This design comes from an exercise in tuning for small area, a short achievable clock period and few clock cycles on the open sky130 flow, not from production work.
Function was checked by simulation only, so behaviour that the tests miss may differ from the original.
Power and IR drop assume default switching activity.

branch tundra:
## axifull_dev
	module axifull_dev #
	(
		parameter integer C_S00_AXI_ID_WIDTH	= 8,
		parameter integer C_S00_AXI_DATA_WIDTH	= 128,
		parameter integer C_S00_AXI_ADDR_WIDTH	= 8,
		parameter integer C_S00_AXI_AWUSER_WIDTH	= 0,
		parameter integer C_S00_AXI_ARUSER_WIDTH	= 0,
		parameter integer C_S00_AXI_WUSER_WIDTH	= 0,
		parameter integer C_S00_AXI_RUSER_WIDTH	= 0,
		parameter integer C_S00_AXI_BUSER_WIDTH	= 0
	)
	(
		input wire  s00_axi_aclk,
		input wire  s00_axi_aresetn,
		input wire [C_S00_AXI_ID_WIDTH-1 : 0] s00_axi_awid,
		input wire [C_S00_AXI_ADDR_WIDTH-1 : 0] s00_axi_awaddr,
		input wire [7 : 0] s00_axi_awlen,
		input wire [2 : 0] s00_axi_awsize,
		input wire [1 : 0] s00_axi_awburst,
		input wire  s00_axi_awlock,
		input wire [3 : 0] s00_axi_awcache,
		input wire [2 : 0] s00_axi_awprot,
		input wire [3 : 0] s00_axi_awqos,
		input wire [3 : 0] s00_axi_awregion,
		input wire  s00_axi_awvalid,
		output wire  s00_axi_awready,
		input wire [C_S00_AXI_DATA_WIDTH-1 : 0] s00_axi_wdata,
		input wire [(C_S00_AXI_DATA_WIDTH/8)-1 : 0] s00_axi_wstrb,
		input wire  s00_axi_wlast,
		input wire  s00_axi_wvalid,
		output wire  s00_axi_wready,
		output wire [C_S00_AXI_ID_WIDTH-1 : 0] s00_axi_bid,
		output wire [1 : 0] s00_axi_bresp,
		output wire  s00_axi_bvalid,
		input wire  s00_axi_bready,
		input wire [C_S00_AXI_ID_WIDTH-1 : 0] s00_axi_arid,
		input wire [C_S00_AXI_ADDR_WIDTH-1 : 0] s00_axi_araddr,
		input wire [7 : 0] s00_axi_arlen,
		input wire [2 : 0] s00_axi_arsize,
		input wire [1 : 0] s00_axi_arburst,
		input wire  s00_axi_arlock,
		input wire [3 : 0] s00_axi_arcache,
		input wire [2 : 0] s00_axi_arprot,
		input wire [3 : 0] s00_axi_arqos,
		input wire [3 : 0] s00_axi_arregion,
		input wire  s00_axi_arvalid,
		output wire  s00_axi_arready,
		output wire [C_S00_AXI_ID_WIDTH-1 : 0] s00_axi_rid,
		output wire [C_S00_AXI_DATA_WIDTH-1 : 0] s00_axi_rdata,
		output wire [1 : 0] s00_axi_rresp,
		output wire  s00_axi_rlast,
		output wire  s00_axi_rvalid,
		input wire  s00_axi_rready
	);
	axifull_dev_S00_AXI # (
		.C_S_AXI_ID_WIDTH(C_S00_AXI_ID_WIDTH),
		.C_S_AXI_DATA_WIDTH(C_S00_AXI_DATA_WIDTH),
		.C_S_AXI_ADDR_WIDTH(C_S00_AXI_ADDR_WIDTH),
  ...
Size: ~3,800 cells after synthesis, roughly 400 I/O pins.
Settings: LEC_CHECK=0, CAP_MARGIN=20, CORE_MARGIN=2, CORE_UTILIZATION=45, CTS_CLUSTER_DIAMETER=100, CTS_CLUSTER_SIZE=25, PLACE_DENSITY=0.6, SETUP_SLACK_MARGIN=2.5, SLEW_MARGIN=20; clock period 5.0 ns.
standard.sh (not shown) runs the stock make flow with config.mk's settings and CLKGATE_MAP_FILE= SYNTH_SCRIPT=/design/flow/synth_recipe.tcl, a recipe that flattens the netlist after the stock synthesis.
==> flow/flow/run.sh <==
#!/bin/bash
# The standard layout, with plain buf_1 cells as the port buffers
# (buffer_ports otherwise picks clkdlybuf4s50_1, a larger delay cell).
set -euo pipefail
export BUFFER_PORTS_ARGS="-buffer_cell sky130_fd_sc_hd__buf_1"
bash standard.sh > standard.log 2>&1
branch tundra reached the final stage; the timing, design-rule and antenna checks on its layout passed.
Testbench counts of branch tundra, summed over its fixed seeds: cycles 26,205.
Inputs modified between branch tundra and branch onyx:
--- a/flow/design.v
+++ b/flow/design.v
@@ -147,17 +147,17 @@
 	end
 	always @(posedge S_AXI_ACLK)
 	  dbuf <= dbuf_n;
 	reg n_idle, n_wr, n_rd, n_pend, n_lastb, n_fixed, n_wdone;
 	reg [NB-1:0] n_mask;
 	reg [C_S_AXI_ID_WIDTH-1:0] n_id;
 	reg n_bvalid, n_rvalid, n_rlast;
 	reg [7:0] n_rleft;
-	reg [3:0] n_e;
+	reg [3:0] n_e, n_e0;
 	reg n_acc, n_wrdy, n_ra, n_rb, n_ldi, n_ldf;
 	reg [KW-1:0] n_wc;
 	reg [KR-1:0] n_ta, n_tb;
 	reg will_commit, al_r_n;
 	always @* begin
 	  n_idle = st_idle; n_wr = st_wr; n_rd = st_rd;
 	  n_pend = pend; n_lastb = lastb; n_fixed = fixed; n_wdone = wdone;
 	  n_mask = mask; n_id = id;
@@ -205,16 +205,17 @@
 	    n_wc[k] = will_commit & (n_e == k*SW);
 	  al_r_n = (n_e % SR) == 0;
 	  n_ra = n_rd & al_r_n & ~n_rvalid;
 	  n_rb = n_rd & al_r_n & n_rvalid & ~n_rlast & ~n_fixed;
 	  for (k = 0; k < KR; k = k + 1) begin
 	    n_ta[k] = n_ra & (n_e == k*SR);
 	    n_tb[k] = n_rb & (n_e == k*SR);
 	  end
+	  n_e0 = n_e;
 	  if (aw_hs) begin
 	    n_idle = 1'b0; n_wr = 1'b1;
 	    n_id = S_AXI_AWID;
 	    n_fixed = (S_AXI_AWBURST == 2'b00);
 	    n_e = awa + m;
 	    n_mask = S_AXI_WSTRB;
 	    n_lastb = S_AXI_WLAST;
 	    n_pend = S_AXI_WVALID;
@@ -243,16 +244,18 @@
 	    n_bvalid = 1'b1;
 	  if (bvalid && S_AXI_BREADY) begin
 	    n_bvalid = 1'b0; n_wr = 1'b0; n_idle = 1'b1;
 	  end
 	  if (S_AXI_ARESETN == 1'b0) begin
 	    n_idle = 1'b1; n_wr = 1'b0; n_rd = 1'b0;
 	    n_bvalid = 1'b0; n_rvalid = 1'b0; n_wdone = 1'b0;
 	    n_lastb = 1'b1;
+	    n_e = n_e0;
+	    n_pend = pend & ~commit;
 	    will_commit = n_pend & ((n_e % SW) == 0);
 	    for (k = 0; k < KW; k = k + 1)
 	      n_wc[k] = will_commit & (n_e == k*SW);
 	    n_ra = 1'b0; n_rb = 1'b0;
 	    n_ta = {KR{1'b0}}; n_tb = {KR{1'b0}};
 	  end
 	  n_acc  = n_idle & ~n_pend;
 	  n_wrdy = n_wr & ~n_wdone & (n_fixed | ~n_pend | will_commit);
--- outcome ---
On buffer share of cell area, branch tundra and branch onyx are neck and neck.
Delta (branch onyx minus branch tundra): final-layout worst hold slack about even; total power per unit cell area fell 66 nW/um^2; cell area after synthesis rose about 3.5%; tightest slew margin relative to the limit fell 21 points.
Testbench counts of branch onyx, summed over its fixed seeds: cycles 26,205.

========
Another version of the RTL of axifull_dev (not shown whole).
Size: roughly 3,600 cells after synthesis, about 2,200 flip-flops, roughly 400 I/O pins, ~57,000 um^2 of cells after synthesis.
==> flow/design.v (excerpt) <==
	module axifull_dev #
	(
		parameter integer C_S00_AXI_ID_WIDTH	= 8,
		parameter integer C_S00_AXI_DATA_WIDTH	= 128,
		parameter integer C_S00_AXI_ADDR_WIDTH	= 8,
		parameter integer C_S00_AXI_AWUSER_WIDTH	= 0,
		parameter integer C_S00_AXI_ARUSER_WIDTH	= 0,
		parameter integer C_S00_AXI_WUSER_WIDTH	= 0,
		parameter integer C_S00_AXI_RUSER_WIDTH	= 0,
		parameter integer C_S00_AXI_BUSER_WIDTH	= 0
	)
	(
		input wire  s00_axi_aclk,
		input wire  s00_axi_aresetn,
		input wire [C_S00_AXI_ID_WIDTH-1 : 0] s00_axi_awid,
		input wire [C_S00_AXI_ADDR_WIDTH-1 : 0] s00_axi_awaddr,
		input wire [7 : 0] s00_axi_awlen,
		input wire [2 : 0] s00_axi_awsize,
		input wire [1 : 0] s00_axi_awburst,
		input wire  s00_axi_awlock,
		input wire [3 : 0] s00_axi_awcache,
		input wire [2 : 0] s00_axi_awprot,
		input wire [3 : 0] s00_axi_awqos,
		input wire [3 : 0] s00_axi_awregion,
		input wire  s00_axi_awvalid,
  ...
clock: 5.0 ns
lec_check: 0
cap_margin: 20
core_margin: 2
core_utilization: 45
cts_cluster_diameter: 100
cts_cluster_size: 25
place_density: 0.6
setup_slack_margin: 2.5
slew_margin: 20
run.sh (not shown) runs the stock make flow with config.mk's settings and CLKGATE_MAP_FILE= SYNTH_SCRIPT=/design/flow/synth_recipe.tcl, a recipe that flattens the netlist after the stock synthesis.
Stock flow here: none of the scripts above is used.
Testbench counts at the start, summed over its fixed seeds: cycles 27,385.
==> next run, changes <==
--- a/flow/design.v
+++ b/flow/design.v
@@ -88,33 +88,27 @@
 	assign S_AXI_RRESP   = 2'b00;
 	assign S_AXI_RLAST   = rlast;
 	assign S_AXI_RVALID  = rvalid;
 	reg  [KW-1:0]   wc;
 	reg  [KR-1:0]   ta, tb;
 	reg             ra, rb;               
 	reg             ldi, ldf;             
 	wire aw_hs = acc & S_AXI_AWVALID;
 	wire ar_hs = acc & S_AXI_ARVALID & ~S_AXI_AWVALID;
 	wire w_hs  = wrdy & S_AXI_WVALID;
-	localparam integer LS = (SR >= 16) ? 4 : (SR >= 8) ? 3 : (SR >= 4) ? 2 : (SR >= 2) ? 1 : 0;
-	wire [3:0]      ara = S_AXI_ARADDR[AW-1:AW-4];
-	wire [3:0]      w0  = ~m;
-	wire [3:0]      w1  = ~m + 4'd1;
-	wire            lo0 = (ara[LS-1:0] == w0[LS-1:0]);
-	wire            lo1 = (ara[LS-1:0] == w1[LS-1:0]);
-	reg  [KR-1:0]   tm, tn;
-	reg  [3-LS:0]   kk;
+	reg  [KR-1:0]   tm;
+	reg  [3:0]      tw;
 	always @* begin
 	  for (k = 0; k < KR; k = k + 1) begin
-	    kk = k;
-	    tm[k] = ar_hs & lo0 & (ara[3:LS] == w0[3:LS] + kk);
-	    tn[k] = lo1 & (ara[3:LS] == w1[3:LS] + kk);
+	    tw = k*SR;
+	    tw = tw - m - 4'd1;
+	    tm[k] = ar_hs & (S_AXI_ARADDR[AW-1:AW-4] == tw);
 	  end
 	end
 	wire tm_any = |tm;
 	wire commit = |wc;
 	wire rload  = ra | (rb & S_AXI_RREADY);
 	reg [NW*DW-1:0] ring_n;
 	always @* begin
 	  for (k = 0; k < NW; k = k + 1)
 	    ring_n[k*DW +: DW] = ring[((k+1)%NW)*DW +: DW];
 	  for (k = 0; k < KW; k = k + 1)
@@ -142,20 +136,21 @@
 	reg n_idle, n_wr, n_rd, n_pend, n_lastb, n_fixed, n_wdone;
 	reg [NB-1:0] n_mask;
 	reg [C_S_AXI_ID_WIDTH-1:0] n_id;
 	reg n_bvalid, n_rvalid, n_rlast;
 	reg [7:0] n_rleft;
 	reg [3:0] n_e, n_ei;
 	reg n_acc, n_wrdy, n_ra, n_rb, n_ldi, n_ldf;
 	reg [KW-1:0] n_wc;
 	reg [KR-1:0] n_ta, n_tb;
 	reg will_commit, al_r_n;
+	reg [3:0] tw2;
 	always @* begin
 	  n_idle = st_idle; n_wr = st_wr; n_rd = st_rd;
 	  n_pend = pend; n_lastb = lastb; n_fixed = fixed; n_wdone = wdone;
 	  n_mask = mask; n_id = id;
 	  n_bvalid = bvalid; n_rvalid = rvalid; n_rlast = rlast; n_rleft = rleft;
 	  n_ei = e - 4'd1;
 	  if (commit) begin
 	    n_pend = 1'b0;
 	    if (!fixed) n_ei = e;
 	  end
@@ -233,21 +228,23 @@
 	    n_ta[k] = n_ra & (n_ei == k*SR);
 	    n_tb[k] = n_rb & (n_ei == k*SR);
 	  end
 	  n_e = n_ei;
 	  if (aw_hs && S_AXI_ARESETN)
 	    n_e = S_AXI_AWADDR[AW-1:AW-4] + m;
 	  if (ar_hs && S_AXI_ARESETN) begin
 	    n_e = S_AXI_ARADDR[AW-1:AW-4] + m;
 	    if (tm_any) n_e = n_e + 4'd1;
 	    for (k = 0; k < KR; k = k + 1) begin
-	      n_ta[k] = ~tm_any & tn[k];
+	      tw2 = k*SR;
+	      tw2 = tw2 - m;
+	      n_ta[k] = ~tm_any & (S_AXI_ARADDR[AW-1:AW-4] == tw2);
 	      n_tb[k] = tm[k] & (S_AXI_ARBURST != 2'b00) & (S_AXI_ARLEN != 8'd0);
 	    end
 	    n_ra = |n_ta;
 	    n_rb = |n_tb;
 	  end
 	end
 	always @(posedge S_AXI_ACLK) begin
 	  m       <= m - 4'd1;
 	  e       <= n_e;
 	  pend    <= n_pend;
What happened: The changed run produced a clean layout; area after synthesis rose by 3.4%; fmax goes down by 3.3%; final area climbs by 6.0%; worst hold slack got worse by 0.0051 ns; wire length rises by 5.2%; clock power rose by about 1%; final cell count came out higher by 9.5%; critical path depth increases by 4; power went up by 15%; global-route usage went down by 0.44 points.
Testbench counts after the change, summed over its fixed seeds: cycles 27,385.

==> what the ideal ports hide <==
How much do the figures lean on ideal ports? The routed layouts below were timed once more, with nothing changed but the port constraints.
Step 1 (the two cells are an assumption about what drives the block):
set clk [get_ports {s00_axi_aclk}]
set_driving_cell -lib_cell sky130_fd_sc_hd__clkbuf_16 $clk
set_driving_cell -lib_cell sky130_fd_sc_hd__buf_2 [delete_from_list [all_inputs] $clk]
Step 2 also shifts input and output timing later by t, the mid clock arrival at the registers, as if the neighbouring blocks saw the same clock.
Slacks: ideal ports / drivers / drivers and shift; pairs: ideal ports / drivers.
| run | t, ns | slack for setup (ns) | worst hold slack (ns) | worst setup path at the end | pins driven straight from the clock port |
|---|---|---|---|---|---|
| branch tundra | 0.800 | 2.526 / 2.471 / 1.839 | 0.303 / 0.303 / 0.303 | input to register | 1 |
| branch onyx | 0.798 | 2.499 / 2.460 / 1.796 | 0.303 / 0.303 / 0.303 | input to register | 1 |
| the first run of note 2 | 0.763 | 2.541 / 2.457 / 1.694 | 0.320 / 0.320 / 0.320 | input to register | 1 |
| the second run of note 2 | 0.805 | 2.458 / 2.480 / 1.702 | 0.315 / 0.315 / 0.315 | input to register | 1 |
After both steps every run listed still meets setup and hold. For the first run of note 2, which loses most, drivers alone change the setup slack by -0.084 ns; drivers and shift together by -0.847 ns.
